Background: an optimization exercise with open tools, aiming at small area. Do not read the settings as production practice. Only simulation tests tie the RTL to the original design; equivalence was not proved. Power and IR drop assume default switching activity.

==> flow/design.v, too long to show whole: its modules and the start of the top module <==
// module IKAOPLL_srlatch: 14 lines
// module IKAOPLL_dlatch: 10 lines
// module IKAOPLL_sr: 26 lines
// module IKAOPLL_timinggen: 112 lines
// module IKAOPLL_reg: 274 lines
// module IKAOPLL_rw_synchronizer: 47 lines
// module IKAOPLL_d9reg: 21 lines
// module IKAOPLL_instrom: 84 lines
// module IKAOPLL_lfo: 72 lines
// module IKAOPLL_pg: 208 lines
// module IKAOPLL_eg: 280 lines
// module IKAOPLL_op: 175 lines
// module IKAOPLL_logsinrom: 101 lines
// module IKAOPLL_exprom: 104 lines
// module IKAOPLL_dac: 85 lines
// module IKAOPLL: 234 lines
// module ikaopll_top: 51 lines
module ikaopll_top (
    input   wire                i_EMUCLK,
    input   wire                i_phiM_PCEN_n,
    input   wire                i_IC_n,
    input   wire                i_ALTPATCH_EN,
    input   wire                i_CS_n,
    input   wire                i_WR_n,
    input   wire                i_A0,
    input   wire        [7:0]   i_D,
    output  wire        [1:0]   o_D,
    output  wire                o_D_OE,
    output  wire                o_DAC_EN_MO,
    output  wire                o_DAC_EN_RO,
    output  wire                o_IMP_NOFLUC_SIGN,
    output  wire        [7:0]   o_IMP_NOFLUC_MAG,
    output  wire signed [9:0]   o_IMP_FLUC_SIGNED_MO,
    output  wire signed [9:0]   o_IMP_FLUC_SIGNED_RO,
    input   wire signed [4:0]   i_ACC_SIGNED_MOVOL,
    input   wire signed [4:0]   i_ACC_SIGNED_ROVOL,
    output  wire                o_ACC_SIGNED_STRB,
    output  wire signed [15:0]  o_ACC_SIGNED
);
  // ...
==> flow/run.sh <==
#!/bin/bash
# synth_recipe.tcl (not shown) runs the flow's synth.tcl, then flattens the netlist and writes it again
# the make line also repeats each setting of config.mk as NAME=value (left out here)
make -C /OpenROAD-flow-scripts/flow DESIGN_CONFIG=/design/flow/config.mk WORK_HOME=/design/flow/orfs CLKGATE_MAP_FILE= SYNTH_SCRIPT=/design/flow/synth_recipe.tcl finish
==> flow/config.mk <==
export PLATFORM = sky130hd
export DESIGN_NAME = ikaopll_top
export DESIGN_NICKNAME = ikaopll_top
export VERILOG_FILES = /design/flow/design.v
export SDC_FILE = /design/flow/constraint.sdc
export NUM_CORES = 4
export LEC_CHECK = 0
export ABC_AREA = 1
export CAP_MARGIN = 20
export CORE_MARGIN = 2
export CORE_UTILIZATION = 60
export CTS_CLUSTER_DIAMETER = 100
export CTS_CLUSTER_SIZE = 20
export SLEW_MARGIN = 20
==> flow/constraint.sdc <==
create_clock -name core_clock -period 10.0 [get_ports {i_EMUCLK}]
set_input_delay 2.0000 -clock core_clock [delete_from_list [all_inputs] [get_ports {i_EMUCLK}]]
set_output_delay 2.0000 -clock core_clock [all_outputs]
set_load 0.01 [all_outputs]
==> run summary, run 1 <==
### Outcome
- run status: no timing/DRC/antenna violations

### Clocking
- number of buffers added to fix hold violations after cts: 0
- clock tree from TritonCTS: built
- total CTS buffers: 83
- cts repair resizes: 0

### Pwr
- combinational fraction of design power: 37.3%
- power density relative to cell area: 258.5 nW/um^2

### Synth
- post-synthesis mux area share: 0.1084%
- Post-Syn Area: 64,650 um^2
- sequential fraction of the synthesis area: 64.83%
- post-synth net total: 5,967
- fraction of the mapped netlist area in simple logic gates: 12.40%

### Drt
- number of DRC markers after the initial detailed-route iteration: 4,352
- Routed WL per cell: 20.70 um
- Routed met1 length: 66,220 um
- met2 wire len: 67,360 um

### Layout
- post-route core utilization: 64.77%
- Final non-clock buffer share: 1.684%
- Area growth syn-to-layout: 7.101%
- final instance count without filler cells: 7,161

### Worst setup path
- source of the worst register-to-register timing path: u_opll.u_LFO.pm_cntr[2]$_SDFFCE_PN0P_
- Buf+Inv Stages, Crit Path: 5
- most used cell along the critical path: sky130_fd_sc_hd__nand2_1
- Crit. End Element: flop

### Timing
- Clock Skews: 41.51 ps

### Floorplanning
- area enclosed by the die boundary: 110,400 um^2
- starting density of the core: 60.48%

### Global routing
- global routing usage on met3: 3.439%
- wire length of the first global-routing pass: 226,200 um

### Flow run
- total of max-cap violations: 0

==> module IKAOPLL_eg, before the edit <==
module IKAOPLL_eg (
    input   wire            i_EMUCLK,  
    input   wire            i_RST_n,
    input   wire            i_phi1_PCEN_n,  
    input   wire            i_phi1_NCEN_n,  
    input   wire            i_CYCLE_00, i_CYCLE_21, i_MnC_SEL, i_HH_TT_SEL,
    input   wire    [3:0]   i_TEST,
    input   wire    [8:0]   i_FNUM,
    input   wire    [2:0]   i_BLOCK,
    input   wire            i_KON,
    input   wire            i_SUSEN,
    input   wire    [5:0]   i_TL,
    input   wire            i_ETYP,
    input   wire            i_AM,
    input   wire    [3:0]   i_AMVAL,
    input   wire            i_KSR,
    input   wire    [1:0]   i_KSL,
    input   wire    [3:0]   i_AR, i_DR, i_RR, i_SL,
    input   wire            i_EG_ENVCNTR_TEST_DATA,
    output  wire            o_PG_PHASE_RST,
    output  wire    [6:0]   o_OP_ATTNLV,
    output  wire            o_OP_ATTNLV_MAX
);
wire            emuclk = i_EMUCLK;
wire            phi1pcen_n = i_phi1_PCEN_n;
wire            phi1ncen_n = i_phi1_NCEN_n;
reg     [1:0]   eg_prescaler;
reg             eg_prescaler_d0_z;
wire            serial_val_latch = i_CYCLE_00 & eg_prescaler_d0_z;
always @(posedge emuclk) begin
    if(!i_RST_n) eg_prescaler <= 2'd0;
    else begin if(!phi1ncen_n) begin
        if(i_CYCLE_21) eg_prescaler <= eg_prescaler + 2'd1;
    end end
    if(!phi1ncen_n) eg_prescaler_d0_z <= eg_prescaler[0];
end
reg     [17:0]  envcntr_sr;
reg             envcntr_adder_co_z;
wire    [1:0]   envcntr_adder = ((envcntr_adder_co_z | i_CYCLE_00) & eg_prescaler == 2'd3) + envcntr_sr[0];
always @(posedge emuclk) if(!phi1ncen_n) begin
    envcntr_adder_co_z <= envcntr_adder[1] & i_RST_n;  
    envcntr_sr[17] <= envcntr_adder[0] & i_RST_n;
    envcntr_sr[16] <= i_TEST[3] ? i_EG_ENVCNTR_TEST_DATA : envcntr_sr[17];
    envcntr_sr[15:0] <= envcntr_sr[16:1]; 
end
reg     [1:0]   envcntr;
always @(posedge emuclk) if(!phi1pcen_n) if(serial_val_latch) envcntr <= envcntr_sr[1:0];
reg     [16:0]  debug_envcntr;
always @(posedge emuclk) if(!phi1pcen_n) if(serial_val_latch) debug_envcntr <= envcntr_sr[16:0];
reg             rst_z;
reg             det_one;
reg     [16:0]  zb_sr;
always @(posedge emuclk) if(!phi1ncen_n) begin
    rst_z <= ~i_RST_n;
    det_one <= ~(~(i_CYCLE_00 | rst_z) & (envcntr_sr[17] | ~det_one));
    zb_sr[16] <= det_one & envcntr_sr[17];
    zb_sr[15:0] <= zb_sr[16:1];
end
reg     [3:0]   conseczerobitcntr;
always @(posedge emuclk) if(!phi1pcen_n) if(serial_val_latch) begin
    conseczerobitcntr[3] <= zb_sr[7] | zb_sr[8] | zb_sr[9] | zb_sr[10] | zb_sr[11] | zb_sr[12];
    conseczerobitcntr[2] <= zb_sr[3] | zb_sr[4] | zb_sr[5] | zb_sr[6]  | zb_sr[11] | zb_sr[12];
    conseczerobitcntr[1] <= zb_sr[1] | zb_sr[2] | zb_sr[5] | zb_sr[6]  | zb_sr[9]  | zb_sr[10];
    conseczerobitcntr[0] <= zb_sr[0] | zb_sr[2] | zb_sr[4] | zb_sr[6]  | zb_sr[8]  | zb_sr[10] | zb_sr[12];
end
wire    [1:0]   cyc2c_next_envstat;
wire    [1:0]   cyc17r_envstat, cyc19r_envstat;
IKAOPLL_sr #(.WIDTH(2), .LENGTH(18), .TAP0(16)) u_cyc2r_cyc19r_envstatreg
(.i_EMUCLK(i_EMUCLK), .i_CEN_n(i_phi1_NCEN_n), .i_D(cyc2c_next_envstat), .o_Q_TAP0(cyc17r_envstat), .o_Q_LAST(cyc19r_envstat),
 .o_Q_TAP1(), .o_Q_TAP2());
wire            cyc2c_decay_end, cyc2c_attnlv_min, cyc18c_attnlv_quite;  
reg             cyc18r_kon, cyc19r_kon;
reg             cyc18r_attnlv_quite, cyc19r_attnlv_quite;
always @(posedge emuclk) if(!phi1ncen_n) begin
    cyc18r_kon <= i_KON;
    cyc19r_kon <= cyc18r_kon;
    cyc18r_attnlv_quite <= cyc18c_attnlv_quite;
    cyc19r_attnlv_quite <= cyc18r_attnlv_quite;
end
wire            cyc18c_start_attack = cyc17r_envstat == 2'd3 & cyc18c_attnlv_quite & i_KON;
reg             cyc18r_start_attack, cyc19r_start_attack;
always @(posedge emuclk) if(!phi1ncen_n) begin
    cyc18r_start_attack <= cyc18c_start_attack;
    cyc19r_start_attack <= cyc18r_start_attack;
end
reg     [14:0]  hh_tt_start_attack_dly;  
assign  o_PG_PHASE_RST = i_HH_TT_SEL ? hh_tt_start_attack_dly[14] : cyc18r_start_attack;
always @(posedge emuclk) if(!phi1ncen_n) begin
    hh_tt_start_attack_dly[0] <= cyc18r_start_attack;
    hh_tt_start_attack_dly[14:1] <= hh_tt_start_attack_dly[13:0];
end
wire    [1:0]   envstat_masked = cyc17r_envstat & {2{~cyc18c_start_attack}};
assign  cyc2c_next_envstat[1] = |{~i_RST_n,
                                  ~cyc19r_start_attack & ~cyc19r_kon,
                                  ~cyc19r_start_attack &  cyc19r_envstat == 2'd3,
                                  ~cyc19r_start_attack &  cyc19r_envstat == 2'd2,
                                  ~cyc19r_start_attack &  cyc19r_envstat == 2'd1 &  cyc2c_decay_end};
assign  cyc2c_next_envstat[0] = |{~i_RST_n,
                                  ~cyc19r_start_attack & ~cyc19r_kon,
                                  ~cyc19r_start_attack &  cyc19r_envstat == 2'd3,
                                  ~cyc19r_start_attack &  cyc19r_envstat == 2'd1 & ~cyc2c_decay_end,
                                  ~cyc19r_start_attack &  cyc19r_envstat == 2'd0 &  cyc2c_attnlv_min};
wire    [1:0]   cyc0c_egparam_sel = {( i_KON & cyc17r_envstat == 2'd3 & ~cyc18c_attnlv_quite), (~i_KON & ~i_SUSEN & ~i_MnC_SEL & ~i_ETYP)};
reg     [3:0]   cyc0r_egparam_muxed;
reg     [3:0]   cyc0r_ksr_factor;
always @(posedge emuclk) if(!phi1ncen_n) begin
    case(cyc0c_egparam_sel)
        2'b10: cyc0r_egparam_muxed <= 4'd12;  
        2'b01: cyc0r_egparam_muxed <= 4'd7;   
        2'b00: begin
            case(envstat_masked)
                2'd0: cyc0r_egparam_muxed <= i_AR;
                2'd1: cyc0r_egparam_muxed <= i_DR;
                2'd2: cyc0r_egparam_muxed <= i_ETYP ? 4'd0 : i_RR;
                2'd3: cyc0r_egparam_muxed <= i_SUSEN ? 4'd5 : i_RR;
            endcase
        end
        2'b11: cyc0r_egparam_muxed <= 4'd15;  
    endcase
    cyc0r_ksr_factor <= i_KSR ? {i_BLOCK[2:0], i_FNUM[8]} : {2'b00, i_BLOCK[2:1]};
end
wire    [4:0]   cyc1c_egparam_scaled = cyc0r_egparam_muxed + cyc0r_ksr_factor[3:2];
wire    [3:0]   cyc1c_egparam_saturated = cyc1c_egparam_scaled[4] ? 4'd15 : cyc1c_egparam_scaled[3:0];  
reg     [1:0]   cyc1r_eg_prescaler;
reg     [3:0]   cyc1r_egparam_saturated;
reg     [3:0]   cyc1r_attenrate;  
reg             cyc1r_envdeltaweight_intensity;
reg     [1:0]   cyc1r_ksr_factor_lo;
reg             cyc1r_egparam_zero;
always @(posedge emuclk) if(!phi1ncen_n) begin
    cyc1r_eg_prescaler <= eg_prescaler;
    cyc1r_egparam_saturated <= cyc1c_egparam_saturated;
    cyc1r_attenrate <= conseczerobitcntr;
    cyc1r_envdeltaweight_intensity <= (cyc0r_ksr_factor[1]      & ~envcntr[0]) |
							          (cyc0r_ksr_factor[0]      &  envcntr == 2'd0) |
							          (cyc0r_ksr_factor == 2'd3 &  envcntr == 2'd1);
    cyc1r_ksr_factor_lo <= cyc0r_ksr_factor[1:0];
    cyc1r_egparam_zero <= cyc0r_egparam_muxed == 4'd0;
end
wire    [3:0]   cyc2c_egparam_final = cyc1r_egparam_saturated + cyc1r_attenrate;  
wire            cyc2c_slow_atten = (cyc2c_egparam_final == 4'd12 & cyc1r_egparam_saturated < 4'd12 & ~cyc1r_egparam_zero) |
                                   (cyc2c_egparam_final == 4'd13 & cyc1r_egparam_saturated < 4'd12 & ~cyc1r_egparam_zero & cyc1r_ksr_factor_lo[1]) |
                                   (cyc2c_egparam_final == 4'd14 & cyc1r_egparam_saturated < 4'd12 & ~cyc1r_egparam_zero & cyc1r_ksr_factor_lo[0]);
wire            cyc2c_attn_act = (~cyc19r_attnlv_quite & cyc19r_envstat[1]      & ~cyc19r_start_attack) |
                                 (~cyc19r_attnlv_quite & cyc19r_envstat == 2'd1 & ~cyc19r_start_attack & ~cyc2c_decay_end);
wire    [3:0]   cyc2c_attndelta_sel;
assign  cyc2c_attndelta_sel[0] =  cyc2c_slow_atten | 
                                 (cyc1r_egparam_saturated == 4'd12 & ~cyc1r_envdeltaweight_intensity);
assign  cyc2c_attndelta_sel[1] = (cyc1r_egparam_saturated == 4'd12 &  cyc1r_envdeltaweight_intensity) |
                                 (cyc1r_egparam_saturated == 4'd13 & ~cyc1r_envdeltaweight_intensity);
assign  cyc2c_attndelta_sel[2] = (cyc1r_egparam_saturated == 4'd13 &                               cyc1r_envdeltaweight_intensity) |
                                 (cyc1r_egparam_saturated == 4'd14 &                              ~cyc1r_envdeltaweight_intensity) |
                                 (cyc1r_egparam_saturated == 4'd12 & cyc1r_eg_prescaler == 2'd3 & ~cyc1r_envdeltaweight_intensity & cyc2c_attn_act) |
                                 (cyc1r_egparam_saturated == 4'd12 & cyc1r_eg_prescaler[0]      &  cyc1r_envdeltaweight_intensity & cyc2c_attn_act) |
                                 (cyc1r_egparam_saturated == 4'd13 & cyc1r_eg_prescaler[0]      & ~cyc1r_envdeltaweight_intensity & cyc2c_attn_act) |
                                 (cyc2c_slow_atten                 & cyc1r_eg_prescaler == 2'd3                                   & cyc2c_attn_act);
assign  cyc2c_attndelta_sel[3] = (cyc1r_egparam_saturated == 4'd14 &  cyc1r_envdeltaweight_intensity) |
                                  cyc1r_egparam_saturated == 4'd15;
wire            cyc2c_dec_attnlv = cyc19r_envstat == 2'd0 & cyc19r_kon & cyc1r_egparam_saturated != 4'd15 & ~cyc2c_attnlv_min;
wire    [6:0]   cyc19r_attnlv;
wire    [6:0]   cyc19r_attnlv_masked = cyc2c_dec_attnlv ? ~cyc19r_attnlv : 7'd0;
wire    [6:0]   cyc2c_attndelta_in0 = cyc2c_attndelta_sel[0] ? {{4{cyc2c_dec_attnlv}}, cyc19r_attnlv_masked[6:4]} : 7'd0;
wire    [6:0]   cyc2c_attndelta_in1 = cyc2c_attndelta_sel[1] ? {{3{cyc2c_dec_attnlv}}, cyc19r_attnlv_masked[6:3]} : 7'd0;
wire    [6:0]   cyc2c_attndelta_in2 = cyc2c_attndelta_sel[2] ? {{2{cyc2c_dec_attnlv}}, cyc19r_attnlv_masked[6:3], cyc2c_attn_act | cyc19r_attnlv_masked[2]} : 7'd0;
wire    [6:0]   cyc2c_attndelta_in3 = cyc2c_attndelta_sel[3] ? {{1{cyc2c_dec_attnlv}}, cyc19r_attnlv_masked[6:3], cyc2c_attn_act | cyc19r_attnlv_masked[2], cyc19r_attnlv_masked[1]} : 7'd0;
wire    [6:0]   cyc2c_attndelta = cyc2c_attndelta_in0 | cyc2c_attndelta_in1 | cyc2c_attndelta_in2 | cyc2c_attndelta_in3;
wire            cyc2c_curr_attnlv_en = ~(cyc1r_egparam_saturated == 4'd15 & cyc19r_start_attack);
wire            cyc2c_curr_attnlv_force_max = (cyc19r_attnlv_quite & |{cyc19r_envstat} & ~cyc19r_start_attack) | ~i_RST_n;
wire    [6:0]   cyc2c_curr_attnlv = cyc2c_curr_attnlv_force_max ? 7'd127 :
                                                                  cyc2c_curr_attnlv_en ? cyc19r_attnlv : 7'd0;
wire    [6:0]   cyc2c_next_attnlv = cyc2c_curr_attnlv + cyc2c_attndelta;  
reg     [6:0]   cyc2r_attnlv;
always @(posedge emuclk) if(!phi1ncen_n) cyc2r_attnlv <= i_RST_n ? cyc2c_next_attnlv : 7'd127;
wire    [6:0]   cyc17r_attnlv, cyc18r_attnlv;
IKAOPLL_sr #(.WIDTH(7), .LENGTH(17), .TAP0(15), .TAP1(16)) u_cyc3r_cyc19r_attnlvreg
(.i_EMUCLK(i_EMUCLK), .i_CEN_n(phi1ncen_n), .i_D(cyc2r_attnlv), .o_Q_TAP0(cyc17r_attnlv), .o_Q_TAP1(cyc18r_attnlv), .o_Q_LAST(cyc19r_attnlv),
 .o_Q_TAP2());
assign  cyc18c_attnlv_quite = cyc17r_attnlv[6:2] == 5'b11111;
reg     [3:0]   cyc18r_sl;
always @(posedge emuclk) if(!phi1ncen_n) cyc18r_sl <= i_SL;
reg     [3:0]   cyc19r_sl;
always @(posedge emuclk) if(!phi1ncen_n) cyc19r_sl <= cyc18r_sl;
assign  cyc2c_attnlv_min = cyc19r_attnlv == 7'd0;
assign  o_OP_ATTNLV_MAX = cyc19r_attnlv == 7'd127;
assign  cyc2c_decay_end = cyc19r_attnlv[6:3] == cyc19r_sl;
reg     [6:0]   cyc18c_ksval_base;
always @(*) begin
    case(i_FNUM[8:5])
        4'h0: cyc18c_ksval_base = 7'd0;
        4'h1: cyc18c_ksval_base = 7'd32;
        4'h2: cyc18c_ksval_base = 7'd40;
        4'h3: cyc18c_ksval_base = 7'd45;
        4'h4: cyc18c_ksval_base = 7'd48;
        4'h5: cyc18c_ksval_base = 7'd51;
        4'h6: cyc18c_ksval_base = 7'd53;
        4'h7: cyc18c_ksval_base = 7'd55;
        4'h8: cyc18c_ksval_base = 7'd56;
        4'h9: cyc18c_ksval_base = 7'd58;
        4'hA: cyc18c_ksval_base = 7'd59;
        4'hB: cyc18c_ksval_base = 7'd60;
        4'hC: cyc18c_ksval_base = 7'd61;
        4'hD: cyc18c_ksval_base = 7'd62;
        4'hE: cyc18c_ksval_base = 7'd63;
        4'hF: cyc18c_ksval_base = 7'd64;
    endcase
end
wire    [3:0]   cyc18c_ksval_adder_hi = cyc18c_ksval_base[5:3] + i_BLOCK;
wire    [5:0]   cyc18c_ksval = (cyc18c_ksval_adder_hi[3] | cyc18c_ksval_base[6]) ? {cyc18c_ksval_adder_hi[2:0], cyc18c_ksval_base[2:0]} : 6'd0;
reg     [6:0]   cyc18c_ksval_shifted;
always @(*) begin
    case(i_KSL)
        2'd0: cyc18c_ksval_shifted = 7'd0;
        2'd1: cyc18c_ksval_shifted = {2'b00, cyc18c_ksval[5:1]};
        2'd2: cyc18c_ksval_shifted = {1'b0, cyc18c_ksval};
        2'd3: cyc18c_ksval_shifted = {cyc18c_ksval, 1'b0};
    endcase
end
reg     [7:0]   cyc18r_ksval_tl;
always @(posedge emuclk) if(!phi1ncen_n) cyc18r_ksval_tl <= cyc18c_ksval_shifted + {i_TL, 1'b0};
reg     [7:0]   cyc18r_am;
always @(posedge emuclk) if(!phi1ncen_n) cyc18r_am <= i_AM;
wire    [7:0]   cyc19c_ksval_am = cyc18r_ksval_tl[6:0] + (cyc18r_am ? i_AMVAL : 4'd0);
wire    [7:0]   cyc19c_attnlv_scaled = cyc19c_ksval_am[6:0] + cyc18r_attnlv;
wire            cyc19c_ksval_ovfl = cyc18r_ksval_tl[7] | cyc19c_ksval_am[7] | cyc19c_attnlv_scaled[7];
wire    [6:0]   cyc19c_attnlv_saturated = cyc19c_ksval_ovfl ? 7'd127 : cyc19c_attnlv_scaled[6:0];
reg     [6:0]   cyc19r_final_attnlv;
always @(posedge emuclk) if(!phi1ncen_n) cyc19r_final_attnlv <= i_TEST[0] ? 7'd0 : cyc19c_attnlv_saturated;
assign  o_OP_ATTNLV = cyc19r_final_attnlv;
reg     [4:0]   debug_cyccntr;
reg     [6:0]   debug_envreg_static[0:17];
reg     [1:0]   debug_envstat_static[0:17];
reg     [1:0]   debug_cyc2r_next_envstat;
always @(posedge emuclk) if(!phi1ncen_n) begin
    if(i_CYCLE_21) debug_cyccntr <= 5'd0;
    else debug_cyccntr <= debug_cyccntr + 5'd1;
    case(debug_cyccntr)
        5'd1 : debug_envreg_static[0]  <= ~o_OP_ATTNLV;  
        5'd4 : debug_envreg_static[1]  <= ~o_OP_ATTNLV;  
        5'd2 : debug_envreg_static[2]  <= ~o_OP_ATTNLV;  
        5'd5 : debug_envreg_static[3]  <= ~o_OP_ATTNLV;  
        5'd3 : debug_envreg_static[4]  <= ~o_OP_ATTNLV;  
        5'd6 : debug_envreg_static[5]  <= ~o_OP_ATTNLV;  
        5'd7 : debug_envreg_static[6]  <= ~o_OP_ATTNLV;  
        5'd10: debug_envreg_static[7]  <= ~o_OP_ATTNLV;  
        5'd8 : debug_envreg_static[8]  <= ~o_OP_ATTNLV;  
        5'd11: debug_envreg_static[9]  <= ~o_OP_ATTNLV;  
        5'd9 : debug_envreg_static[10] <= ~o_OP_ATTNLV;  
        5'd12: debug_envreg_static[11] <= ~o_OP_ATTNLV;  
        5'd13: debug_envreg_static[12] <= ~o_OP_ATTNLV;  
        5'd16: debug_envreg_static[13] <= ~o_OP_ATTNLV;  
        5'd14: debug_envreg_static[14] <= ~o_OP_ATTNLV;  
        5'd17: debug_envreg_static[15] <= ~o_OP_ATTNLV;  
        5'd15: debug_envreg_static[16] <= ~o_OP_ATTNLV;  
        5'd0 : debug_envreg_static[17] <= ~o_OP_ATTNLV;  
        default: ;
    endcase
    debug_cyc2r_next_envstat <= cyc2c_next_envstat;
    case(debug_cyccntr)
        5'd2 : debug_envstat_static[0]  <= debug_cyc2r_next_envstat;  
        5'd5 : debug_envstat_static[1]  <= debug_cyc2r_next_envstat;  
        5'd3 : debug_envstat_static[2]  <= debug_cyc2r_next_envstat;  
        5'd6 : debug_envstat_static[3]  <= debug_cyc2r_next_envstat;  
        5'd4 : debug_envstat_static[4]  <= debug_cyc2r_next_envstat;  
        5'd7 : debug_envstat_static[5]  <= debug_cyc2r_next_envstat;  
        5'd8 : debug_envstat_static[6]  <= debug_cyc2r_next_envstat;  
        5'd11: debug_envstat_static[7]  <= debug_cyc2r_next_envstat;  
        5'd9 : debug_envstat_static[8]  <= debug_cyc2r_next_envstat;  
        5'd12: debug_envstat_static[9]  <= debug_cyc2r_next_envstat;  
        5'd10: debug_envstat_static[10] <= debug_cyc2r_next_envstat;  
        5'd13: debug_envstat_static[11] <= debug_cyc2r_next_envstat;  
        5'd14: debug_envstat_static[12] <= debug_cyc2r_next_envstat;  
        5'd17: debug_envstat_static[13] <= debug_cyc2r_next_envstat;  
        5'd15: debug_envstat_static[14] <= debug_cyc2r_next_envstat;  
        5'd0 : debug_envstat_static[15] <= debug_cyc2r_next_envstat;  
        5'd16: debug_envstat_static[16] <= debug_cyc2r_next_envstat;  
        5'd1 : debug_envstat_static[17] <= debug_cyc2r_next_envstat;  
        default: ;
    endcase
end
endmodule
==> module IKAOPLL_op, before the edit <==
module IKAOPLL_op (
    input   wire            i_EMUCLK,  
    input   wire            i_RST_n,
    input   wire            i_phi1_PCEN_n,  
    input   wire            i_phi1_NCEN_n,  
    input   wire            i_CYCLE_00, i_CYCLE_21, i_HH_TT_SEL, i_INHIBIT_FDBK,
    input   wire    [3:0]   i_TEST,
    input   wire            i_DC, i_DM,
    input   wire    [2:0]   i_FB,
    input   wire    [9:0]   i_OP_PHASE,
    input   wire    [6:0]   i_OP_ATTNLV,
    input   wire            i_OP_ATTNLV_MAX,
    output  wire    [8:0]   o_DAC_OPDATA
);
wire            emuclk = i_EMUCLK;
wire            phi1pcen_n = i_phi1_PCEN_n;
wire            phi1ncen_n = i_phi1_NCEN_n;
reg             cyc18r_dc, cyc18r_dm;
reg     [2:0]   cyc18r_fb;
always @(posedge emuclk) if(!phi1ncen_n) begin
    cyc18r_dc <= i_DC;
    cyc18r_dm <= i_DM;
    cyc18r_fb <= i_FB;
end
reg     [9:0]   cyc19c_op_fdbk;
wire    [9:0]   cyc19c_phase_modded = i_OP_PHASE + cyc19c_op_fdbk;
wire    [7:0]   cyc19c_logsin_addr = cyc19c_phase_modded[8] ? ~cyc19c_phase_modded[7:0] : cyc19c_phase_modded[7:0];  
wire    [45:0]  cyc19c_logsin_data;
IKAOPLL_logsinrom u_cyc19c_logsinrom (.i_EMUCLK(emuclk), .i_CEN_n(phi1pcen_n), .i_ADDR(cyc19c_logsin_addr[5:1]), .o_DATA(cyc19c_logsin_data));
wire    [45:0]  ls = cyc19c_logsin_data;
reg     [10:0]  cyc19c_logsin_op0, cyc19c_logsin_op1;
always @(*) begin
    case(cyc19c_logsin_addr[7:6])
        2'd0: cyc19c_logsin_op0 = {ls[45], ls[44], ls[42], ls[40], ls[36], ls[32], ls[27], ls[22], ls[17], ls[11],  ls[4]};
        2'd1: cyc19c_logsin_op0 = {  1'b0,   1'b0, ls[43], ls[41], ls[37], ls[33], ls[28], ls[23], ls[18], ls[12],  ls[5]};
        2'd2: cyc19c_logsin_op0 = {  1'b0,   1'b0,   1'b0,   1'b0, ls[38], ls[34], ls[29], ls[24], ls[19], ls[13],  ls[6]};
        2'd3: cyc19c_logsin_op0 = {  1'b0,   1'b0,   1'b0,   1'b0,   1'b0,   1'b0, ls[30], ls[25], ls[20], ls[14],  ls[7]};
    endcase
    case(cyc19c_logsin_addr[7:6])
        2'd0: cyc19c_logsin_op1 = {  1'b0,   1'b0, ls[39], ls[39], ls[35], ls[31], ls[26], ls[21], ls[15],  ls[8],  ls[0]} & {10{~cyc19c_logsin_addr[0]}};
        2'd1: cyc19c_logsin_op1 = {  1'b0,   1'b0,   1'b0,   1'b0,   1'b0,   1'b0,   1'b0,   1'b0, ls[16],  ls[9],  ls[1]} & {10{~cyc19c_logsin_addr[0]}};
        2'd2: cyc19c_logsin_op1 = {  1'b0,   1'b0,   1'b0,   1'b0,   1'b0,   1'b0,   1'b0,   1'b0,   1'b0, ls[10],  ls[2]} & {10{~cyc19c_logsin_addr[0]}};
        2'd3: cyc19c_logsin_op1 = {  1'b0,   1'b0,   1'b0,   1'b0,   1'b0,   1'b0,   1'b0,   1'b0,   1'b0,   1'b0,  ls[3]} & {10{~cyc19c_logsin_addr[0]}};
    endcase 
end
reg     [11:0]  cyc19r_lswave_raw;
reg             cyc19r_lswave_sign;
reg             cyc19r_dc, cyc19r_dm;
always @(posedge emuclk) if(!phi1ncen_n) begin
    cyc19r_lswave_raw <= cyc19c_logsin_op0 + cyc19c_logsin_op1;
    cyc19r_lswave_sign <= cyc19c_phase_modded[9];
    cyc19r_dc <= cyc18r_dc;
    cyc19r_dm <= cyc18r_dm;
end
wire    [12:0]  cyc20c_lswave_attenuated = cyc19r_lswave_raw + {i_OP_ATTNLV, 4'd0};  
wire    [11:0]  cyc20c_lswave_saturated = cyc20c_lswave_attenuated[12] ? 11'd0 : ~cyc20c_lswave_attenuated[11:0];  
wire    [47:0]  cyc20c_exp_data;
IKAOPLL_exprom u_cyc20c_exprom (.i_EMUCLK(emuclk), .i_CEN_n(phi1pcen_n), .i_ADDR(cyc20c_lswave_saturated[5:1]), .o_DATA(cyc20c_exp_data));
wire    [47:0]  e = cyc20c_exp_data;
reg     [9:0]   cyc20c_exp_op0, cyc20c_exp_op1;
always @(*) begin
    case(cyc20c_lswave_saturated[7:6])
        2'd0: cyc20c_exp_op0 = {  1'b0,   1'b0,  e[39],  e[35],  e[31],  e[27],  e[23],  e[15],   e[8],   e[0]};
        2'd1: cyc20c_exp_op0 = {  1'b0,  e[43],  e[40],  e[36],  e[32],  e[28],  e[24],  e[16],   e[9],   e[1]};
        2'd2: cyc20c_exp_op0 = { e[46],  e[44],  e[41],  e[37],  e[33],  e[29],  e[25],  e[17],  e[10],   e[2]};
        2'd3: cyc20c_exp_op0 = { e[47],  e[45],  e[42],  e[38],  e[34],  e[30],  e[26],  e[18],  e[11],   e[3]};
    endcase
    case(cyc20c_lswave_saturated[7:6])
        2'd0: cyc20c_exp_op1 = {  1'b0,   1'b0,   1'b0,   1'b0,   1'b0,   1'b0,   1'b0,  e[19],  e[12],   e[4]} & {7'b0000000, {3{cyc20c_lswave_saturated[0]}}};
        2'd1: cyc20c_exp_op1 = {  1'b0,   1'b0,   1'b0,   1'b0,   1'b0,   1'b0,   1'b0,  e[20],  e[13],   e[5]} & {7'b0000000, {3{cyc20c_lswave_saturated[0]}}};
        2'd2: cyc20c_exp_op1 = {  1'b0,   1'b0,   1'b0,   1'b0,   1'b0,   1'b0,   1'b0,  e[21],   1'b0,   e[6]} & {7'b0000000, {3{cyc20c_lswave_saturated[0]}}};
        2'd3: cyc20c_exp_op1 = {  1'b0,   1'b0,   1'b0,   1'b0,   1'b0,   1'b0,   1'b0,  e[22],  e[14],   e[7]} & {7'b0000000, {3{cyc20c_lswave_saturated[0]}}};
    endcase 
end
reg     [9:0]   cyc20r_fpwave_mantissa;
reg     [3:0]   cyc20r_fpwave_exponent;
reg             cyc20r_fpwave_sign;
reg             cyc20r_dc, cyc20r_dm, cyc20r_attnlv_max;
always @(posedge emuclk) if(!phi1ncen_n) begin
    cyc20r_fpwave_mantissa <= cyc20c_exp_op0 + cyc20c_exp_op1;  
    cyc20r_fpwave_exponent <= cyc20c_lswave_saturated[11:8];
    cyc20r_fpwave_sign <= cyc19r_lswave_sign;
    cyc20r_dc <= cyc19r_dc;
    cyc20r_dm <= cyc19r_dm;
    cyc20r_attnlv_max <= i_OP_ATTNLV_MAX;
end
wire            cyc21c_fpwave_shifter_mute =  cyc20r_attnlv_max | 
                                             ( i_INHIBIT_FDBK & cyc20r_dm & cyc20r_fpwave_sign) | 
                                             (~i_INHIBIT_FDBK & cyc20r_dc & cyc20r_fpwave_sign);
wire            cyc21c_intwave_flip = cyc20r_fpwave_sign & ~cyc20r_attnlv_max;
reg     [10:0]  cyc21c_fpwave_shifter0, cyc21c_fpwave_shifter1;
always @(*) begin
    case(cyc20r_fpwave_exponent[1:0])
        2'd0: cyc21c_fpwave_shifter0 = {4'b0001, cyc20r_fpwave_mantissa[9:3]};
        2'd1: cyc21c_fpwave_shifter0 = {3'b001, cyc20r_fpwave_mantissa[9:2]};
        2'd2: cyc21c_fpwave_shifter0 = {2'b01, cyc20r_fpwave_mantissa[9:1]};
        2'd3: cyc21c_fpwave_shifter0 = {1'b1, cyc20r_fpwave_mantissa[9:0]};
    endcase
    if(cyc21c_fpwave_shifter_mute) cyc21c_fpwave_shifter1 = 11'd0;
    else begin
        case(cyc20r_fpwave_exponent[3:2])
            2'd0: cyc21c_fpwave_shifter1 = 11'd0;
            2'd1: cyc21c_fpwave_shifter1 = {8'b0, cyc21c_fpwave_shifter0[10:8]};
            2'd2: cyc21c_fpwave_shifter1 = {4'b0, cyc21c_fpwave_shifter0[10:4]};
            2'd3: cyc21c_fpwave_shifter1 = cyc21c_fpwave_shifter0;
        endcase
    end
end
wire    [11:0]  cyc21c_intwave_flipped = cyc21c_intwave_flip ? {1'b1, ~cyc21c_fpwave_shifter1} : {1'b0, cyc21c_fpwave_shifter1};
assign  o_DAC_OPDATA = cyc21c_intwave_flipped[11:3];
wire    [11:0]  cyc21c_mod_z_tap6, cyc21c_mod_zz_tap6;
wire    [11:0]  cyc21c_mod_z_tap9, cyc21c_mod_zz_tap9;
wire    [12:0]  cyc21c_modsum = {cyc21c_mod_z_tap6[11], cyc21c_mod_z_tap6} + {cyc21c_mod_zz_tap6[11], cyc21c_mod_zz_tap6};
wire    [11:0]  op_z_reg_d = i_RST_n ? (i_INHIBIT_FDBK ? cyc21c_intwave_flipped : cyc21c_mod_z_tap9) : 12'd0;
IKAOPLL_sr #(.WIDTH(12), .LENGTH(9), .TAP0(6)) u_op_z_reg
(.i_EMUCLK(i_EMUCLK), .i_CEN_n(phi1ncen_n), .i_D(op_z_reg_d), .o_Q_TAP0(cyc21c_mod_z_tap6), .o_Q_LAST(cyc21c_mod_z_tap9),
 .o_Q_TAP1(), .o_Q_TAP2());
wire    [11:0]  op_zz_reg_d = i_RST_n ? (i_INHIBIT_FDBK ? cyc21c_mod_z_tap9 : cyc21c_mod_zz_tap9) : 12'd0;
IKAOPLL_sr #(.WIDTH(12), .LENGTH(9), .TAP0(6)) u_op_zz_reg
(.i_EMUCLK(i_EMUCLK), .i_CEN_n(phi1ncen_n), .i_D(op_zz_reg_d), .o_Q_TAP0(cyc21c_mod_zz_tap6), .o_Q_LAST(cyc21c_mod_zz_tap9),
 .o_Q_TAP1(), .o_Q_TAP2());
reg     [8:0]   cyc21r_intwave;
reg     [11:0]  cyc21r_modsum;
reg             cyc21r_inhibit_fdbk;
always @(posedge emuclk) if(!phi1ncen_n) begin
    cyc21r_intwave <= cyc21c_intwave_flipped[8:0];  
    cyc21r_modsum <= cyc21c_modsum[12:1];  
    cyc21r_inhibit_fdbk <= i_INHIBIT_FDBK;
end
always @(*) begin
    case({i_HH_TT_SEL, cyc21r_inhibit_fdbk})
        2'b10: begin
            case(cyc18r_fb)
                3'd1: cyc19c_op_fdbk = {{4{cyc21r_modsum[11]}}, cyc21r_modsum[11:6]}; 
                3'd2: cyc19c_op_fdbk = {{3{cyc21r_modsum[11]}}, cyc21r_modsum[11:5]}; 
                3'd3: cyc19c_op_fdbk = {{2{cyc21r_modsum[11]}}, cyc21r_modsum[11:4]}; 
                3'd4: cyc19c_op_fdbk = {{1{cyc21r_modsum[11]}}, cyc21r_modsum[11:3]}; 
                3'd5: cyc19c_op_fdbk = cyc21r_modsum[11:2];
                3'd6: cyc19c_op_fdbk = cyc21r_modsum[10:1];
                3'd7: cyc19c_op_fdbk = cyc21r_modsum[9:0];
                3'd0: cyc19c_op_fdbk = 10'd0;
            endcase
        end
        2'b01: cyc19c_op_fdbk = {cyc21r_intwave, 1'b0};
        default: cyc19c_op_fdbk = 10'd0;
    endcase
end
reg     [4:0]   debug_cyccntr;
reg     [11:0]  debug_opwavereg_static[0:17];
always @(posedge emuclk) if(!phi1ncen_n) begin
    if(i_CYCLE_21) debug_cyccntr <= 5'd0;
    else debug_cyccntr <= debug_cyccntr + 5'd1;
    case(debug_cyccntr)
        5'd2 : debug_opwavereg_static[0]  <= cyc21c_intwave_flipped;  
        5'd5 : debug_opwavereg_static[1]  <= cyc21c_intwave_flipped;  
        5'd3 : debug_opwavereg_static[2]  <= cyc21c_intwave_flipped;  
        5'd6 : debug_opwavereg_static[3]  <= cyc21c_intwave_flipped;  
        5'd4 : debug_opwavereg_static[4]  <= cyc21c_intwave_flipped;  
        5'd7 : debug_opwavereg_static[5]  <= cyc21c_intwave_flipped;  
        5'd8 : debug_opwavereg_static[6]  <= cyc21c_intwave_flipped;  
        5'd11: debug_opwavereg_static[7]  <= cyc21c_intwave_flipped;  
        5'd9 : debug_opwavereg_static[8]  <= cyc21c_intwave_flipped;  
        5'd12: debug_opwavereg_static[9]  <= cyc21c_intwave_flipped;  
        5'd10: debug_opwavereg_static[10] <= cyc21c_intwave_flipped;  
        5'd13: debug_opwavereg_static[11] <= cyc21c_intwave_flipped;  
        5'd14: debug_opwavereg_static[12] <= cyc21c_intwave_flipped;  
        5'd17: debug_opwavereg_static[13] <= cyc21c_intwave_flipped;  
        5'd15: debug_opwavereg_static[14] <= cyc21c_intwave_flipped;  
        5'd0 : debug_opwavereg_static[15] <= cyc21c_intwave_flipped;  
        5'd16: debug_opwavereg_static[16] <= cyc21c_intwave_flipped;  
        5'd1 : debug_opwavereg_static[17] <= cyc21c_intwave_flipped;  
        default: ;
    endcase
end
endmodule
==> run 2: changes to the inputs <==
--- a/flow/design.v
+++ b/flow/design.v
@@ -892,6 +892,20 @@
 wire            emuclk = i_EMUCLK;
 wire            phi1pcen_n = i_phi1_PCEN_n;
 wire            phi1ncen_n = i_phi1_NCEN_n;
+function automatic [16:0] rca16;
+    input   [15:0]  a, b;
+    input           ci;
+    integer         k;
+    reg             c;
+    begin
+        c = ci;
+        for(k = 0; k < 16; k = k + 1) begin
+            rca16[k] = a[k] ^ b[k] ^ c;
+            c = (a[k] & b[k]) | (c & (a[k] ^ b[k]));
+        end
+        rca16[16] = c;
+    end
+endfunction
 reg     [1:0]   eg_prescaler;
 reg             eg_prescaler_d0_z;
 wire            serial_val_latch = i_CYCLE_00 & eg_prescaler_d0_z;
@@ -987,7 +1001,8 @@
     endcase
     cyc0r_ksr_factor <= i_KSR ? {i_BLOCK[2:0], i_FNUM[8]} : {2'b00, i_BLOCK[2:1]};
 end
-wire    [4:0]   cyc1c_egparam_scaled = cyc0r_egparam_muxed + cyc0r_ksr_factor[3:2];
+wire    [16:0]  cyc1c_egparam_scaled_w = rca16({12'd0, cyc0r_egparam_muxed}, {14'd0, cyc0r_ksr_factor[3:2]}, 1'b0);
+wire    [4:0]   cyc1c_egparam_scaled = cyc1c_egparam_scaled_w[4:0];
 wire    [3:0]   cyc1c_egparam_saturated = cyc1c_egparam_scaled[4] ? 4'd15 : cyc1c_egparam_scaled[3:0];  
 reg     [1:0]   cyc1r_eg_prescaler;
 reg     [3:0]   cyc1r_egparam_saturated;
@@ -1005,7 +1020,8 @@
     cyc1r_ksr_factor_lo <= cyc0r_ksr_factor[1:0];
     cyc1r_egparam_zero <= cyc0r_egparam_muxed == 4'd0;
 end
-wire    [3:0]   cyc2c_egparam_final = cyc1r_egparam_saturated + cyc1r_attenrate;  
+wire    [16:0]  cyc2c_egparam_final_w = rca16({12'd0, cyc1r_egparam_saturated}, {12'd0, cyc1r_attenrate}, 1'b0);
+wire    [3:0]   cyc2c_egparam_final = cyc2c_egparam_final_w[3:0];  
 wire            cyc2c_slow_atten = (cyc2c_egparam_final == 4'd12 & cyc1r_egparam_saturated < 4'd12 & ~cyc1r_egparam_zero) |
                                    (cyc2c_egparam_final == 4'd13 & cyc1r_egparam_saturated < 4'd12 & ~cyc1r_egparam_zero & cyc1r_ksr_factor_lo[1]) |
                                    (cyc2c_egparam_final == 4'd14 & cyc1r_egparam_saturated < 4'd12 & ~cyc1r_egparam_zero & cyc1r_ksr_factor_lo[0]);
@@ -1036,7 +1052,8 @@
 wire            cyc2c_curr_attnlv_force_max = (cyc19r_attnlv_quite & |{cyc19r_envstat} & ~cyc19r_start_attack) | ~i_RST_n;
 wire    [6:0]   cyc2c_curr_attnlv = cyc2c_curr_attnlv_force_max ? 7'd127 :
                                                                   cyc2c_curr_attnlv_en ? cyc19r_attnlv : 7'd0;
-wire    [6:0]   cyc2c_next_attnlv = cyc2c_curr_attnlv + cyc2c_attndelta;  
+wire    [16:0]  cyc2c_next_attnlv_w = rca16({9'd0, cyc2c_curr_attnlv}, {9'd0, cyc2c_attndelta}, 1'b0);
+wire    [6:0]   cyc2c_next_attnlv = cyc2c_next_attnlv_w[6:0];  
 reg     [6:0]   cyc2r_attnlv;
 always @(posedge emuclk) if(!phi1ncen_n) cyc2r_attnlv <= i_RST_n ? cyc2c_next_attnlv : 7'd127;
 wire    [6:0]   cyc17r_attnlv, cyc18r_attnlv;
@@ -1072,7 +1089,8 @@
         4'hF: cyc18c_ksval_base = 7'd64;
     endcase
 end
-wire    [3:0]   cyc18c_ksval_adder_hi = cyc18c_ksval_base[5:3] + i_BLOCK;
+wire    [16:0]  cyc18c_ksval_adder_hi_w = rca16({13'd0, cyc18c_ksval_base[5:3]}, {13'd0, i_BLOCK}, 1'b0);
+wire    [3:0]   cyc18c_ksval_adder_hi = cyc18c_ksval_adder_hi_w[3:0];
 wire    [5:0]   cyc18c_ksval = (cyc18c_ksval_adder_hi[3] | cyc18c_ksval_base[6]) ? {cyc18c_ksval_adder_hi[2:0], cyc18c_ksval_base[2:0]} : 6'd0;
 reg     [6:0]   cyc18c_ksval_shifted;
 always @(*) begin
@@ -1084,11 +1102,14 @@
     endcase
 end
 reg     [7:0]   cyc18r_ksval_tl;
-always @(posedge emuclk) if(!phi1ncen_n) cyc18r_ksval_tl <= cyc18c_ksval_shifted + {i_TL, 1'b0};
+wire    [16:0]  cyc18c_ksval_tl_w = rca16({9'd0, cyc18c_ksval_shifted}, {9'd0, i_TL, 1'b0}, 1'b0);
+always @(posedge emuclk) if(!phi1ncen_n) cyc18r_ksval_tl <= cyc18c_ksval_tl_w[7:0];
 reg     [7:0]   cyc18r_am;
 always @(posedge emuclk) if(!phi1ncen_n) cyc18r_am <= i_AM;
-wire    [7:0]   cyc19c_ksval_am = cyc18r_ksval_tl[6:0] + (cyc18r_am ? i_AMVAL : 4'd0);
-wire    [7:0]   cyc19c_attnlv_scaled = cyc19c_ksval_am[6:0] + cyc18r_attnlv;
+wire    [16:0]  cyc19c_ksval_am_w = rca16({9'd0, cyc18r_ksval_tl[6:0]}, {12'd0, (cyc18r_am ? i_AMVAL : 4'd0)}, 1'b0);
+wire    [7:0]   cyc19c_ksval_am = cyc19c_ksval_am_w[7:0];
+wire    [16:0]  cyc19c_attnlv_scaled_w = rca16({9'd0, cyc19c_ksval_am[6:0]}, {9'd0, cyc18r_attnlv}, 1'b0);
+wire    [7:0]   cyc19c_attnlv_scaled = cyc19c_attnlv_scaled_w[7:0];
 wire            cyc19c_ksval_ovfl = cyc18r_ksval_tl[7] | cyc19c_ksval_am[7] | cyc19c_attnlv_scaled[7];
 wire    [6:0]   cyc19c_attnlv_saturated = cyc19c_ksval_ovfl ? 7'd127 : cyc19c_attnlv_scaled[6:0];
 reg     [6:0]   cyc19r_final_attnlv;
@@ -1163,6 +1184,20 @@
 wire            emuclk = i_EMUCLK;
 wire            phi1pcen_n = i_phi1_PCEN_n;
 wire            phi1ncen_n = i_phi1_NCEN_n;
+function automatic [16:0] rca16;
+    input   [15:0]  a, b;
+    input           ci;
+    integer         k;
+    reg             c;
+    begin
+        c = ci;
+        for(k = 0; k < 16; k = k + 1) begin
+            rca16[k] = a[k] ^ b[k] ^ c;
+            c = (a[k] & b[k]) | (c & (a[k] ^ b[k]));
+        end
+        rca16[16] = c;
+    end
+endfunction
 reg             cyc18r_dc, cyc18r_dm;
 reg     [2:0]   cyc18r_fb;
 always @(posedge emuclk) if(!phi1ncen_n) begin
@@ -1171,7 +1206,8 @@
     cyc18r_fb <= i_FB;
 end
 reg     [9:0]   cyc19c_op_fdbk;
-wire    [9:0]   cyc19c_phase_modded = i_OP_PHASE + cyc19c_op_fdbk;
+wire    [16:0]  cyc19c_phase_modded_w = {7'd0, i_OP_PHASE + cyc19c_op_fdbk};  
+wire    [9:0]   cyc19c_phase_modded = cyc19c_phase_modded_w[9:0];
 wire    [7:0]   cyc19c_logsin_addr = cyc19c_phase_modded[8] ? ~cyc19c_phase_modded[7:0] : cyc19c_phase_modded[7:0];  
 wire    [45:0]  cyc19c_logsin_data;
 IKAOPLL_logsinrom u_cyc19c_logsinrom (.i_EMUCLK(emuclk), .i_CEN_n(phi1pcen_n), .i_ADDR(cyc19c_logsin_addr[5:1]), .o_DATA(cyc19c_logsin_data));
@@ -1191,16 +1227,18 @@
         2'd3: cyc19c_logsin_op1 = {  1'b0,   1'b0,   1'b0,   1'b0,   1'b0,   1'b0,   1'b0,   1'b0,   1'b0,   1'b0,  ls[3]} & {10{~cyc19c_logsin_addr[0]}};
     endcase 
 end
+wire    [16:0]  cyc19c_lswave_sum = rca16({5'd0, cyc19c_logsin_op0}, {5'd0, cyc19c_logsin_op1}, 1'b0);
 reg     [11:0]  cyc19r_lswave_raw;
 reg             cyc19r_lswave_sign;
 reg             cyc19r_dc, cyc19r_dm;
 always @(posedge emuclk) if(!phi1ncen_n) begin
-    cyc19r_lswave_raw <= cyc19c_logsin_op0 + cyc19c_logsin_op1;
+    cyc19r_lswave_raw <= cyc19c_lswave_sum[11:0];
     cyc19r_lswave_sign <= cyc19c_phase_modded[9];
     cyc19r_dc <= cyc18r_dc;
     cyc19r_dm <= cyc18r_dm;
 end
-wire    [12:0]  cyc20c_lswave_attenuated = cyc19r_lswave_raw + {i_OP_ATTNLV, 4'd0};  
+wire    [16:0]  cyc20c_lswave_attenuated_w = rca16({8'd0, cyc19r_lswave_raw[11:4]}, {9'd0, i_OP_ATTNLV}, 1'b0);
+wire    [12:0]  cyc20c_lswave_attenuated = {cyc20c_lswave_attenuated_w[8:0], cyc19r_lswave_raw[3:0]};  
 wire    [11:0]  cyc20c_lswave_saturated = cyc20c_lswave_attenuated[12] ? 11'd0 : ~cyc20c_lswave_attenuated[11:0];  
 wire    [47:0]  cyc20c_exp_data;
 IKAOPLL_exprom u_cyc20c_exprom (.i_EMUCLK(emuclk), .i_CEN_n(phi1pcen_n), .i_ADDR(cyc20c_lswave_saturated[5:1]), .o_DATA(cyc20c_exp_data));
@@ -1258,7 +1296,8 @@
 assign  o_DAC_OPDATA = cyc21c_intwave_flipped[11:3];
 wire    [11:0]  cyc21c_mod_z_tap6, cyc21c_mod_zz_tap6;
 wire    [11:0]  cyc21c_mod_z_tap9, cyc21c_mod_zz_tap9;
-wire    [12:0]  cyc21c_modsum = {cyc21c_mod_z_tap6[11], cyc21c_mod_z_tap6} + {cyc21c_mod_zz_tap6[11], cyc21c_mod_zz_tap6};
+wire    [16:0]  cyc21c_modsum_w = rca16({{4{cyc21c_mod_z_tap6[11]}}, cyc21c_mod_z_tap6}, {{4{cyc21c_mod_zz_tap6[11]}}, cyc21c_mod_zz_tap6}, 1'b0);
+wire    [12:0]  cyc21c_modsum = cyc21c_modsum_w[12:0];
 wire    [11:0]  op_z_reg_d = i_RST_n ? (i_INHIBIT_FDBK ? cyc21c_intwave_flipped : cyc21c_mod_z_tap9) : 12'd0;
 IKAOPLL_sr #(.WIDTH(12), .LENGTH(9), .TAP0(6)) u_op_z_reg
 (.i_EMUCLK(i_EMUCLK), .i_CEN_n(phi1ncen_n), .i_D(op_z_reg_d), .o_Q_TAP0(cyc21c_mod_z_tap6), .o_Q_LAST(cyc21c_mod_z_tap9),
==> run 2 against run 1 <==
Net effect:
- first-iteration DRC count is 5.4% higher
- largest cell class unchanged
- worst hold slack worse by 9.2 ps
- utilization is 0.064 points higher
- design area is 1.6% lower
- sequential share of layout area is 0.97 points higher
- die area is 1.9% lower
- global-route usage is 0.40 points lower
- fmax is 7.4% lower
- clock skew is 20 ps lower
- non-clock buffer count is 7 higher
- largest power group unchanged
==> run summary, run 2 <==
### Drt
- post-detailed-route count of antenna-violating nets: 0
- number of remaining DRC errors: 0
- 1st-pass router iterations: 18
- vias: 40,068
- routed wire length: 142,800 um
- number of DRC markers after the initial detailed-route iteration: 4,589, +5.4%
- via density per instance: 5.826
- Routed WL per cell: 20.76 um, +0.30%

### Synth
- synth warn: 43
- ys flop type: sky130_fd_sc_hd__edfxtp_1
- Mapped Cells: 5,378
- post-synthesis sequential element count: 1,440
- ys async rst share: 0%
- top cell type by total area after synthesis: sky130_fd_sc_hd__edfxtp_1
- Post-Syn Area: 63,410 um^2, -1.9%
- cell types with the largest area share after synthesis: sky130_fd_sc_hd__edfxtp_1 (62%), sky130_fd_sc_hd__nand2_1 (5.2%), sky130_fd_sc_hd__dfxtp_1 (4.2%)
- count of cell types in the netlist: 67
- post-synth net total: 5,668, -5.0%
- number of synthesized flops with an enable pin: 1,307
- sequential fraction of the synthesis area: 66.09%, +1.3 points
- top post-synthesis cells by count: sky130_fd_sc_hd__edfxtp_1 (1,307), sky130_fd_sc_hd__nand2_1 (886), sky130_fd_sc_hd__inv_1 (597)
- share of the synthesized area in the top cell type: 61.89%
- most frequently used cell type in the post-synthesis netlist: sky130_fd_sc_hd__edfxtp_1
- syn_area_per_cell: 11.79 um^2

### Worst setup path
- reg-to-reg endpoint: u_opll.u_OP.cyc19r_lswave_raw[10]$_DFFE_PN_
- peak fanout along the critical path: 10
- critical-path cell with the highest stage delay: sky130_fd_sc_hd__ha_1
- worst setup path start: u_opll.u_TIMINGGEN.mcyccntr_lo[1]$_SDFFCE_PP0N_
- most used cell along the critical path: sky130_fd_sc_hd__nand2_1
- Worst EP arrival: 9280 ps
- Critical Path Sink: u_opll.u_OP.cyc19r_lswave_raw[10]$_DFFE_PN_
- stage delay of the slowest cell on the critical path: 500 ps
- crit path kind: flop to flop
- source of the worst register-to-register timing path: u_opll.u_TIMINGGEN.mcyccntr_lo[1]$_SDFFCE_PP0N_
- r2r worst-path depth: 41
- FF-to-FF setup slack: 1170 ps
- data required time of the worst path: 10,460 ps
- kind of start point of the critical path: flop
- Crit. End Element: flop

### Clocking
- number of buffers added to fix hold violations after cts: 0, unchanged
- clock latency reported for the late side of the worst-skew pair: 690 ps
- Bufs on Longest Clock Path: 3
- post-CTS clock slew at the launch and capture registers of the worst setup and hold paths: 90 ps
- root buf cell: sky130_fd_sc_hd__clkbuf_16
- clock tree from TritonCTS: built
- number of clock sinks: 1,440
- postcts setup bufs: 0
- total CTS buffers: 82, -1.2%
- cts repair resizes: 0, unchanged
- maximum level of the CTS H-tree: 3

### Timing
- transition at the pin with the smallest max-transition slack: 1072 ps
- setup TNS after final layout: 0 ps
- Max Slew Vio Count: 0
- final worst-path cycle share: 88.27%
- total setup violations reported at the end of the flow: 0
- max frequency: 113.3 MHz
- unrepaired setup endpoints after global routing: no
- clock period minus final worst setup slack: 8827 ps
- Setup WS post-layout: 1173 ps
- Clock Skews: 21.88 ps, -19.63 ps
- Final Hold Vio Count: 0
- tightest slew margin relative to the limit: 28.52%

### Global routing
- wire length of the first global-routing pass: 217,400 um, -3.9%
- pin count of the biggest net entering global routing: 211
- number of antenna violations at the first check in global routing: 6
- global router's overall resource usage: 26.16%
- overflow left after global routing: 0
- vias in the first global route: 37,840

### Layout
- top library cells by usage in the layout, fill and taps aside: sky130_fd_sc_hd__edfxtp_1 (1,307), sky130_fd_sc_hd__nand2_1 (885), sky130_fd_sc_hd__inv_1 (596)
- post-route core utilization: 64.83%, about the same
- share of layout cells above drive strength 1: 4.340%
- footprint of the multi-input gates: 18,470 um^2
- number of nets in the layout: 5,704
- Largest register FFs: 285
- Final Instance Area: 68,150 um^2
- count of fill cells added during filler insertion: 7,970
- most common cell after layout, fill and taps aside: sky130_fd_sc_hd__edfxtp_1
- top flop regs: u_opll.u_PG.u_cyc4r_cyc18r_phase_sr.sr x285, u_opll.u_EG.u_cyc3r_cyc19r_attnlvreg.sr x119
- Area growth syn-to-layout: 7.474%
- FF/Latch Area: 41,910 um^2
- most flop-heavy register: u_opll.u_PG.u_cyc4r_cyc18r_phase_sr.sr

### Place
- minimum setup slack after placement: 1247 ps
- placed cell area: 65,640 um^2
- count of buffers inserted at the top-level ports: 75
- placer congestion estimate: 0.9505
- half-perimeter wire length after detailed placement: 98,880 um

### Floorplanning
- area enclosed by the die boundary: 108,300 um^2, -1.9%
- number of primary I/O pins: 76
- starting density of the core: 60.32%, -0.15 points
- standard cell core area: 105,100 um^2
- vertical die dimension: 329.1 um
- die width: 329.1 um
- number of placement rows: 119

### Pwr
- VDD IR max: 0.2670 mV
- power density relative to cell area: 257.6 nW/um^2, -0.33%
- LEAKAGE: 26.21 nW

### Min path
- Tightest Hold Check Type: flop to flop

### Flow run
- total of max-cap violations: 0, unchanged

### Outcome
- run status: no timing/DRC/antenna violations

[run 2: changes by cell type after synthesis, sizes merged, moves of 20 or more]
cell	previous run	this run
nand3	246	220
xor2	112	85
buf	65	43
a22oi	11	32
fa	62	102
ha	199	163
clkbuf	107	127
a21oi	410	314
nand2	1058	900
[run 2: worst min path at each step]
stage,from,endpoint,cells after the start
5_1_grt,flop,flop,0
6_report,flop,flop,0
3_3_place_gp,flop,flop,0
2_1_floorplan,flop,flop,0
4_1_cts,flop,flop,0
3_5_place_dp,flop,flop,0
[run 2: cells by family after synthesis]
| group | synth area share, % |
|---|---|
| simple gates | 11.23 |
| mux | 0.06314 |
| buf+inv | 4.842 |
| compound gates | 9.816 |
| fa+ha+maj | 6.436 |
| xor+xnor | 1.519 |
| flops | 66.09 |
[run 2: critical path, delay by kind of cell, from the launching register on]
kind	cells	cell delay [ps]
and+or+nand+nor	17	2010
AOI/OAI and AO/OA	2	180
DFF	1	460
adders and majority gates	15	4730
buffers and inverters	6	720
xor gates and xnor gates	1	470
[run 2: layout make-up]
cell class | instances | share of cell area, %
Sequential cell | 1440 | 61.50
Multi-Input combinational cell | 3142 | 27.11
Inverter | 626 | 3.459
Clock buffer | 146 | 3.426
Tap cell | 1391 | 2.554
Timing Repair Buffer | 122 | 1.737
Clock inverter | 8 | 0.2148
Antenna cell | 2 | 0.007344
[run 2: per-layer routing]
layer / wire length, um / up-vias / part of all wire, % / track usage (%)
li1: - / 18903 / - / -
met1: 62050 / 19385 / 43 / 37.25
met2: 66150 / 1441 / 46 / 41.45
met3: 9044 / 333 / 6.3 / 3.481
met4: 5513 / 6 / 3.9 / 10.19
met5: 35 / - / 0.025 / 0
[run 2: stage by stage]
stage	hold WS, ps	std cells	total power, mW
2_1_floorplan	309.6	5378	12.28
3_3_place_gp	313.3	6719	14.08
3_5_place_dp	312.1	6720	14.07
4_1_cts	330.5	6874	17.59
5_1_grt	334.4	6875	18.65
6_report	323.4	6877	17.56
[run 2: power by group]
part	switching, mW	leakage, nW	internal, mW	total, mW
registers	0.274	13.7	7.46	7.74
logic	4.27	11.4	2.06	6.33
clock network	1.88	1.17	1.61	3.49
==> run 3: changes to the inputs <==
==> flow/flow/run.sh (new file) <==
#!/bin/bash
# Own flow: the standard layout (the standard.sh, with its standard synthesis),
# except that the port buffers are the smallest buffer cell rather than the one
# buffer_ports picks by default. Every input and output port still gets a buffer.
set -e
cp standard.sh standard_sh_copy.log
export BUFFER_PORTS_ARGS="-buffer_cell sky130_fd_sc_hd__buf_1"
bash standard.sh > standard.log 2>&1
==> flow/standard.sh (new file) <==
#!/bin/bash
# synth_recipe.tcl (not shown) runs the flow's synth.tcl, then flattens the netlist and writes it again
# the make line also repeats each setting of config.mk as NAME=value (left out here)
make -C /OpenROAD-flow-scripts/flow DESIGN_CONFIG=/design/flow/config.mk WORK_HOME=/design/flow/orfs CLKGATE_MAP_FILE= SYNTH_SCRIPT=/design/flow/synth_recipe.tcl "${@:-finish}"
--- a/flow/config.mk
+++ b/flow/config.mk
@@ -9,6 +9,6 @@
 export CAP_MARGIN = 20
 export CORE_MARGIN = 2
 export CORE_UTILIZATION = 60
-export CTS_CLUSTER_DIAMETER = 100
-export CTS_CLUSTER_SIZE = 20
+export CTS_CLUSTER_DIAMETER = 120
+export CTS_CLUSTER_SIZE = 28
 export SLEW_MARGIN = 20
removed: flow/run.sh
==> run 3 against run 2 <==
Net effect:
- still clean on timing, DRC and antenna
- wire length fell by 0.27%
- critical path depth shrank 4
- clock power fell by 15%
- power decreased by 3.1%
- final cell count fell by 0.55%
- setup slack got worse by 120 ps
- area after synthesis is the same
- design area decreased by 1.6%
- via count fell by 0.56%
==> run summary, run 3 <==
### Place
- cell count after placement: 6,727, +0.10%
- half-perimeter wire length after detailed placement: 99,000 um, +0.12%
- count of buffers inserted at the top-level ports: 75, unchanged
- placer congestion estimate: 0.9887, +4.0%

### Synth
- sequential fraction of the synthesis area: 66.09%, unchanged
- most frequently used cell type in the post-synthesis netlist: sky130_fd_sc_hd__edfxtp_1
- ys async rst share: 0%, unchanged
- syn_area_per_cell: 11.79 um^2, unchanged
- count of cell types in the netlist: 67, unchanged
- top cell type by total area after synthesis: sky130_fd_sc_hd__edfxtp_1
- post-synth net total: 5,668, unchanged
- ys flop type: sky130_fd_sc_hd__edfxtp_1
- number of synthesized flops with an enable pin: 1,307, unchanged
- top post-synthesis cells by count: sky130_fd_sc_hd__edfxtp_1 (1,307), sky130_fd_sc_hd__nand2_1 (886), sky130_fd_sc_hd__inv_1 (597)
- Mapped Cells: 5,378, unchanged
- share of the synthesized area in the top cell type: 61.89%, unchanged
- post-synthesis sequential element count: 1,440, unchanged
- synth warn: 43, unchanged
- cell types with the largest area share after synthesis: sky130_fd_sc_hd__edfxtp_1 (62%), sky130_fd_sc_hd__nand2_1 (5.2%), sky130_fd_sc_hd__dfxtp_1 (4.2%)
- Post-Syn Area: 63,410 um^2, unchanged

### Worst setup path
- source of the worst register-to-register timing path: u_opll.u_OP.cyc18r_fb[1]$_DFFE_PN_
- Worst EP arrival: 9410 ps, +130 ps
- critical-path cell with the highest stage delay: sky130_fd_sc_hd__ha_1
- most used cell along the critical path: sky130_fd_sc_hd__fa_1
- kind of start point of the critical path: flop
- worst setup path start: u_opll.u_OP.cyc18r_fb[1]$_DFFE_PN_
- data required time of the worst path: 10,460 ps, about the same
- stage delay of the slowest cell on the critical path: 480 ps, -20 ps
- peak fanout along the critical path: 10, unchanged
- crit path kind: flop to flop
- Crit. End Element: flop

### Timing
- setup TNS after final layout: 0 ps, unchanged
- clock period minus final worst setup slack: 8947 ps, +120.5 ps
- Max Slew Vio Count: 0, unchanged
- Hold Worst Slack: 334.6 ps, +11.24 ps
- transition at the pin with the smallest max-transition slack: 1097 ps, +24.88 ps
- unrepaired setup endpoints after global routing: no
- final worst-path cycle share: 89.47%, +1.2 points
- Clock Skews: 48.14 ps, +26.26 ps
- Final Hold Vio Count: 0, unchanged
- total setup violations reported at the end of the flow: 0, unchanged
- max frequency: 111.8 MHz, -1.3%
- tightest slew margin relative to the limit: 26.59%, -1.9 points

### Clocking
- total CTS buffers: 59, -28%
- root buf cell: sky130_fd_sc_hd__clkbuf_16
- clock latency reported for the late side of the worst-skew pair: 720 ps, +30 ps
- number of buffers added to fix hold violations after cts: 0, unchanged
- maximum level of the CTS H-tree: 2, -1
- Bufs on Longest Clock Path: 3, unchanged
- number of clock sinks: 1,440, unchanged
- postcts setup bufs: 0, unchanged
- clock tree from TritonCTS: built
- cts repair resizes: 0, unchanged
- post-CTS clock slew at the launch and capture registers of the worst setup and hold paths: 110 ps, +20 ps

### Floorplanning
- starting density of the core: 60.32%, unchanged
- number of placement rows: 119, unchanged
- standard cell core area: 105,100 um^2, unchanged
- vertical die dimension: 329.1 um, unchanged
- area enclosed by the die boundary: 108,300 um^2, unchanged
- number of primary I/O pins: 76, unchanged
- die width: 329.1 um, unchanged

### Drt
- 1st-pass router iterations: 8, -10
- number of DRC markers after the initial detailed-route iteration: 4,311, -6.1%
- vias: 39,843, -0.56%
- number of remaining DRC errors: 0, unchanged
- Routed WL per cell: 20.82 um, +0.29%
- via density per instance: 5.826, about the same
- routed wire length: 142,400 um, -0.27%
- post-detailed-route count of antenna-violating nets: 0, unchanged

### Pwr
- combinational fraction of design power: 37.2%, +1.1 points
- Seq pwr share: 45.4%, +1.3 points
- fraction of power spent switching nets: 37.22%, +0.66 points
- VDD IR max: 0.3002 mV, +12%
- LEAKAGE: 25.72 nW, -1.9%
- net switching power: 6.334 mW, -1.3%
- power density relative to cell area: 253.8 nW/um^2, -1.5%
- internal power: 10.68 mW, -4.1%
- clock group share of total power: 17.3%, -2.6 points

### Layout
- number of nets in the layout: 5,688, -0.28%
- most flop-heavy register: u_opll.u_PG.u_cyc4r_cyc18r_phase_sr.sr
- share of layout cells above drive strength 1: 4.057%, -0.28 points
- Area growth syn-to-layout: 5.750%
- Antenna diodes: 0, -2
- final instance count without filler cells: 6,839, -0.55%
- Largest register FFs: 285, unchanged
- most common cell after layout, fill and taps aside: sky130_fd_sc_hd__edfxtp_1
- top library cells by usage in the layout, fill and taps aside: sky130_fd_sc_hd__edfxtp_1 (1,307), sky130_fd_sc_hd__nand2_1 (885), sky130_fd_sc_hd__inv_1 (596)
- top flop regs: u_opll.u_PG.u_cyc4r_cyc18r_phase_sr.sr x285, u_opll.u_EG.u_cyc3r_cyc19r_attnlvreg.sr x119

### Global routing
- global router's overall resource usage: 25.95%, -0.21 points
- pin count of the biggest net entering global routing: 206, -2.4%
- overflow left after global routing: 0, unchanged
- wire length of the first global-routing pass: 216,000 um, -0.68%
- number of antenna violations at the first check in global routing: 4, -2
- vias in the first global route: 37,106, -1.9%

### Flow run
- total of max-cap violations: 0, unchanged

### Outcome
- run status: no timing/DRC/antenna violations

### Min path
- Tightest Hold Check Type: flop to flop

-- run 3: changes by cell type in the layout (fill, tap and decap cells not counted), moves of 2 or more --
| cell | previous run | this run |
|---|---|---|
| sky130_fd_sc_hd__buf_1 | 0 | 75 |
| sky130_fd_sc_hd__clkdlybuf4s50_1 | 75 | 0 |
| sky130_fd_sc_hd__clkbuf_16 | 84 | 59 |
| sky130_fd_sc_hd__clkbuf_1 | 62 | 44 |
| sky130_fd_sc_hd__buf_4 | 40 | 48 |
| sky130_fd_sc_hd__clkinv_8 | 5 | 1 |
| sky130_fd_sc_hd__diode_2 | 2 | 0 |
| sky130_fd_sc_hd__inv_12 | 0 | 2 |
| sky130_fd_sc_hd__inv_16 | 0 | 2 |
-- run 3: kinds of logic after synthesis --
logic type	count (synthesis)	synth area share, %
AND/OR/NAND/NOR	1682	11.23
flip-flops	1440	66.09
AO/OA/AOI/OAI	1081	9.816
buffers and inverters	796	4.842
adder cells (fa/ha/maj)	265	6.436
XOR/XNOR	110	1.519
multiplexers	4	0.06314
-- run 3: per-layer routing --
layer  vias up  GRT usage [%]  wire (um)
met4         2          6.759       3737
met5         -              0         13
met2      1395          41.66      66070
met1     19400          37.90      63460
met3       225          3.402       9125
li1      18821              -          -
-- run 3: metrics by stage --
step           setup WS (ps)  util, %  area [um^2]  power [mW]
6_report                1053    63.79        67060       17.02
5_1_grt                326.5    63.79        67060       18.11
4_1_cts                 1138    63.77        67030       17.04
3_5_place_dp            1207    62.05        65230       14.10
3_3_place_gp            1312    62.03        65210       14.06
2_1_floorplan           1413        -        63420       12.28
-- run 3: layout make-up --
class / instances / area [um^2]
tap: 1391 / 1740
multi-input combinational: 3142 / 18480
inverter: 626 / 2357
clock inverter: 8 / 160.2
fill: 8200 / 38060
timing repair buffer: 129 / 769.5
sequential: 1440 / 41910
clock buffer: 103 / 1642
-- run 3: power by group through the flow --
stage | Combinational [mW] | Sequential (mW) | Clock [mW]
2_1_floorplan | 4.48 | 7.80 | 0
3_3_place_gp | 6.22 | 7.84 | 0
3_5_place_dp | 6.24 | 7.86 | 0
4_1_cts | 6.27 | 7.73 | 3.03
5_1_grt | 7.11 | 7.79 | 3.21
6_report | 6.34 | 7.73 | 2.95
-- run 3: critical path: cells and delay by family, from the launching register on --
family | cells | cell delay, ps
adder cells (fa/ha/maj) | 12 | 4070
AND/OR/NAND/NOR | 15 | 2110
XOR/XNOR | 1 | 430
buffers and inverters | 5 | 700
flip-flops | 1 | 460
AO/OA/AOI/OAI | 4 | 870
-- run 3: final timing paths --
check / endpoint / slack [ps] / cells after the start
max reg2reg: u_opll.u_OP.cyc19r_lswave_raw[10]$_DFFE_PN_ / 1050 / 37
max: u_opll.u_OP.cyc19r_lswave_raw[10]$_DFFE_PN_ / 1050 / 37
min: flop / 330 / 0
min reg2reg: flop / 330 / 0

## re-timing with driven ports
Ports are ideal in the flow. The routed layouts listed here were re-timed in OpenROAD. Step 1 sets driving cells, clkbuf_16 on the clock port and buf_2 on the other inputs (assumed; they add their load-dependent delay and slew). Step 2, shift: input delay + t, output delay - t, t = (earliest + latest rising clock arrival at the registers) / 2. This alone moves slack from input paths to output paths. a / b / c = no drivers / after step 1 / after step 2; a / b = the first two.
run | t (ns) | slack for setup (ns)
run 1 | 0.760 | 1.824 / 1.824 / 1.824
run 2 | 0.758 | 1.173 / 1.173 / 1.173
run 3 | 0.773 | 1.053 / 1.053 / 1.053
After both steps setup and hold are still met in every run listed.
